This is an optimization exercise on Yosys and OpenROAD, whose aim is small area and a short achievable clock period, not a production implementation. At most, simulation tests tie the RTL to the original design; equivalence was not proved. Power figures rest on the tool's default switching activity, not on a simulated workload.

Setup of the baseline:
Design uw_phase_resolver, start of the top module:
module uw_phase_resolver (
    input clk,
    input rst,
    input [31:0] uw_pattern,                 
    output [13:0] mem_addr,                  
    input signed [15:0] rd_i,                
    input signed [15:0] rd_q,                
    output reg wr_en,
    output [13:0] wr_addr,
    output signed [15:0] wr_i,
    output signed [15:0] wr_q,
    output reg [1:0] best_rot,               
    output [13:0] match_index,               
    output reg valid                         
);
Size: roughly 73 flip-flops, about 140 I/O pins.
==> module uw_phase_resolver, before the edit <==
module uw_phase_resolver (
    input clk,
    input rst,
    input [31:0] uw_pattern,                 
    output [13:0] mem_addr,                  
    input signed [15:0] rd_i,                
    input signed [15:0] rd_q,                
    output reg wr_en,
    output [13:0] wr_addr,
    output signed [15:0] wr_i,
    output signed [15:0] wr_q,
    output reg [1:0] best_rot,               
    output [13:0] match_index,               
    output reg valid                         
);
    reg [13:0] pos;
    reg        held;
    reg [4:0]  max_level;
    reg        better_d;                     
    reg [1:0]  rot_d;                        
    reg [13:0] best_index_n;                 
    wire [14:0] next  = {1'b0, pos} + 15'd1;
    wire        last  = next[14];                
    wire        hold  = last & held;
    assign mem_addr    = next[13:0];
    assign wr_addr     = pos;
    assign match_index = ~(best_index_n | {14{~valid}});
    wire judge = ~valid & ~(&pos[13:1]);
    wire [31:0] win;
    window_buffer buffer_inst (
        .clk(clk),
        .rst(rst),
        .in_in(rd_i[15] & ~last),                
        .in_qn(rd_q[15] & ~last),
        .win(win)
    );
    wire [1:0] match_rot;
    wire [4:0] match_level;
    uw_match_score scorer (
        .uw_pattern(uw_pattern),
        .win(win),
        .best_rot(match_rot),
        .level(match_level)
    );
    phase_corrector pc_inst (
        .best_rot(best_rot),
        .i_in(rd_i),
        .q_in(rd_q),
        .i_out(wr_i),
        .q_out(wr_q)
    );
    always @(posedge clk) begin
        pos   <= next[13:0] | {14{rst | hold}};
        held  <= ~rst & (last ? valid | ~held : held);
        valid <= ~rst & (valid | (last & held));
        wr_en <= ~rst & (last ? valid & ~wr_en & ~held : wr_en);
    end
    wire better = judge && match_level > max_level;
    always @(posedge clk) begin
        if (rst)
            max_level <= 5'd0;
        else if (better)
            max_level <= match_level;
        better_d <= ~rst & better;
        rot_d    <= match_rot;
    end
    always @(posedge clk) begin
        if (rst)
            best_rot <= 2'd0;
        else if (better_d)
            best_rot <= rot_d;
    end
    always @(posedge clk) begin
        if (better_d)
            best_index_n <= ~(pos - 14'd17);
    end
endmodule
==> flow/config.mk <==
export PLATFORM = sky130hd
export DESIGN_NAME = uw_phase_resolver
export DESIGN_NICKNAME = uw_phase_resolver
export VERILOG_FILES = /design/flow/design.v
export SDC_FILE = /design/flow/constraint.sdc
export NUM_CORES = 4
export LEC_CHECK = 0
export CAP_MARGIN = 20
export CORE_MARGIN = 2
export CORE_UTILIZATION = 65
export PLACE_DENSITY = 0.75
export SLEW_MARGIN = 20
==> flow/constraint.sdc <==
create_clock -name core_clock -period 28.0 [get_ports {clk}]
set_input_delay 5.6000 -clock core_clock [delete_from_list [all_inputs] [get_ports {clk}]]
set_output_delay 5.6000 -clock core_clock [all_outputs]
set_load 0.01 [all_outputs]
standard.sh (not shown) runs the stock make flow with config.mk's settings and CLKGATE_MAP_FILE= SYNTH_SCRIPT=/design/flow/synth_recipe.tcl, a recipe that flattens the netlist after the stock synthesis.
==> flow/flow/run.sh <==
#!/bin/bash
# Own layout flow: the standard ORFS layout (standard.sh) with these changes:
#  * ABC maps the logic with scripts of its own instead of ORFS's speed
#    script (delay-oriented for the wr_i/wr_q cone, area-oriented for the
#    rest), and only full adders are extracted as adder cells (see
#    flow/abc_override.tcl; registers, their names and cells are untouched:
#    both only change how the combinational logic is mapped);
#  * the port buffers that buffer_ports puts on every input and output are
#    sky130_fd_sc_hd__buf_1.
set -euo pipefail
here=$(pwd)
export BUFFER_PORTS_ARGS="-buffer_cell sky130_fd_sc_hd__buf_1"
# Clock tree without the dummy loads CTS adds for balance.
export CTS_ARGS="-sink_clustering_enable -repair_clock_nets -dont_use_dummy_load -buf_list sky130_fd_sc_hd__clkbuf_8"
sed "s#@DIR@#$here/flow#g" flow/abc_override.tcl > flow_abc_override.tcl
sed "s#^source \$::env(SCRIPTS_DIR)/synth.tcl#source $here/flow_abc_override.tcl\n&#" synth_recipe.tcl > flow_synth.tcl
grep -q flow_abc_override flow_synth.tcl
sed "s#SYNTH_SCRIPT=[^ ]*#SYNTH_SCRIPT=$here/flow_synth.tcl#" standard.sh > flow_standard.sh
grep -q "SYNTH_SCRIPT=$here/flow_synth.tcl" flow_standard.sh
bash flow_standard.sh finish > flow_make.log 2>&1
Other scripts of this flow, unchanged in this note and not shown: flow/flow/abc_area.script, flow/flow/abc_delay.script, flow/flow/abc_override.tcl
The baseline ended with every stage complete and zero timing, DRC or antenna violations.
Here is what was changed in the inputs of the candidate compared with the baseline.
-- flow/design.v --
<<< the baseline, line 124
);
    reg [13:0] pos;
    reg        held;
    reg [4:0]  max_level;
    reg        better_d;                     
    reg [1:0]  rot_d;                        
    reg [13:0] best_index_n;                 
    wire [14:0] next  = {1'b0, pos} + 15'd1;
    wire        last  = next[14];                
    wire        hold  = last & held;
    assign mem_addr    = next[13:0];
    assign wr_addr     = pos;
    assign match_index = ~(best_index_n | {14{~valid}});
    wire judge = ~valid & ~(&pos[13:1]);
    wire [31:0] win;
    window_buffer buffer_inst (
        .clk(clk),
        .rst(rst),
        .in_in(rd_i[15] & ~last),                
        .in_qn(rd_q[15] & ~last),
        .win(win)
    );
>>> the candidate, line 124
);
    reg [13:0] pos;
    reg        started;
    reg [4:0]  max_level;
    reg [1:0]  rot_found;                    
    reg [13:0] best_index_n;                 
    wire [14:0] next  = {1'b0, pos} + 15'd1;
    wire        last  = next[14];                
    wire        count = ~last | (~started & ~wr_en);
    assign mem_addr    = next[13:0];
    assign wr_addr     = pos;
    assign match_index = ~(best_index_n | {14{~valid}});
    wire judge = started & ~valid & ~(&pos[13:1]);
    wire [31:0] win;
    window_buffer buffer_inst (
        .clk(clk),
        .rst(rst),
        .in_in(rd_i[15] & started),              
        .in_qn(rd_q[15] & started),
        .win(win)
    );
<<< the baseline, line 160
    );
    always @(posedge clk) begin
        pos   <= next[13:0] | {14{rst | hold}};
        held  <= ~rst & (last ? valid | ~held : held);
        valid <= ~rst & (valid | (last & held));
        wr_en <= ~rst & (last ? valid & ~wr_en & ~held : wr_en);
    end
    wire better = judge && match_level > max_level;
    always @(posedge clk) begin
        if (rst)
            max_level <= 5'd0;
        else if (better)
            max_level <= match_level;
        better_d <= ~rst & better;
        rot_d    <= match_rot;
    end
    always @(posedge clk) begin
        if (rst)
            best_rot <= 2'd0;
        else if (better_d)
            best_rot <= rot_d;
    end
    always @(posedge clk) begin
        if (better_d)
            best_index_n <= ~(pos - 14'd17);
    end
endmodule
>>> the candidate, line 159
    );
    always @(posedge clk) begin
        pos     <= next[13:0] | {14{rst | ~count}};
        started <= ~rst & (last ? ~(started ^ valid) | wr_en : started);
        valid   <= ~rst & (valid | (last & started));
        wr_en   <= ~rst & (last ? ~started & valid & ~wr_en : wr_en);
    end
    wire better = judge && match_level > max_level;
    always @(posedge clk) begin
        if (rst) begin
            max_level <= 5'd0;
            rot_found <= 2'd0;
            best_rot  <= 2'd0;
        end else begin
            if (better) begin
                max_level <= match_level;
                rot_found <= match_rot;
            end
            best_rot <= rot_found;
        end
    end
    always @(posedge clk) begin
        if (better)
            best_index_n <= ~{pos[13:4] - 10'd1, pos[3:0]};
    end
endmodule
==> run notes <==
From the baseline to the candidate, number of hold-slack violations in the final timing report did not move at all. Diff the baseline -> the candidate: combinational share of power now smaller; count of buffers not belonging to the clock network in the layout went down; post-route cell area dropped 66 µm²; total wire length stayed essentially flat; multi-input combinational area share went down 0.30 points. Library cell contributing the largest single delay on the critical path = o31a_1: the baseline; library cell contributing the largest single delay on the critical path = clkinv_1: the candidate. The via count reported for the candidate is higher than the one for the baseline. Power dissipated in combinational cells in the candidate vs the baseline: down about 28%. Of the two values seen for class of the most critical setup path, in -> reg was produced by the candidate and in -> out by the baseline.
Function not checked in the candidate: the RTL went through the layout flow alone.

## afterwards: timing with drivers on the ports
Ports are ideal in the flow. The routed layouts listed here were re-timed in OpenROAD. Step 1, drivers: a clkbuf_16 drives clk and a buf_2 each remaining input, both assumed. Step 2, shift: input delay + t, output delay - t, t = (earliest + latest rising clock arrival at the registers) / 2. This alone moves slack from input paths to output paths. a / b / c = ideal ports / drivers / drivers and shift; a / b = the first two.
run	t (ns)	setup slack, ns	pins driven straight from the clock port
the baseline	0.364	15.089 / 15.066 / 15.066	1
the candidate	0.369	14.491 / 14.499 / 14.129	1
After both steps every run listed still meets setup and hold. For the candidate, which loses most, drivers alone change the setup slack by +0.008 ns; drivers and shift together by -0.362 ns.
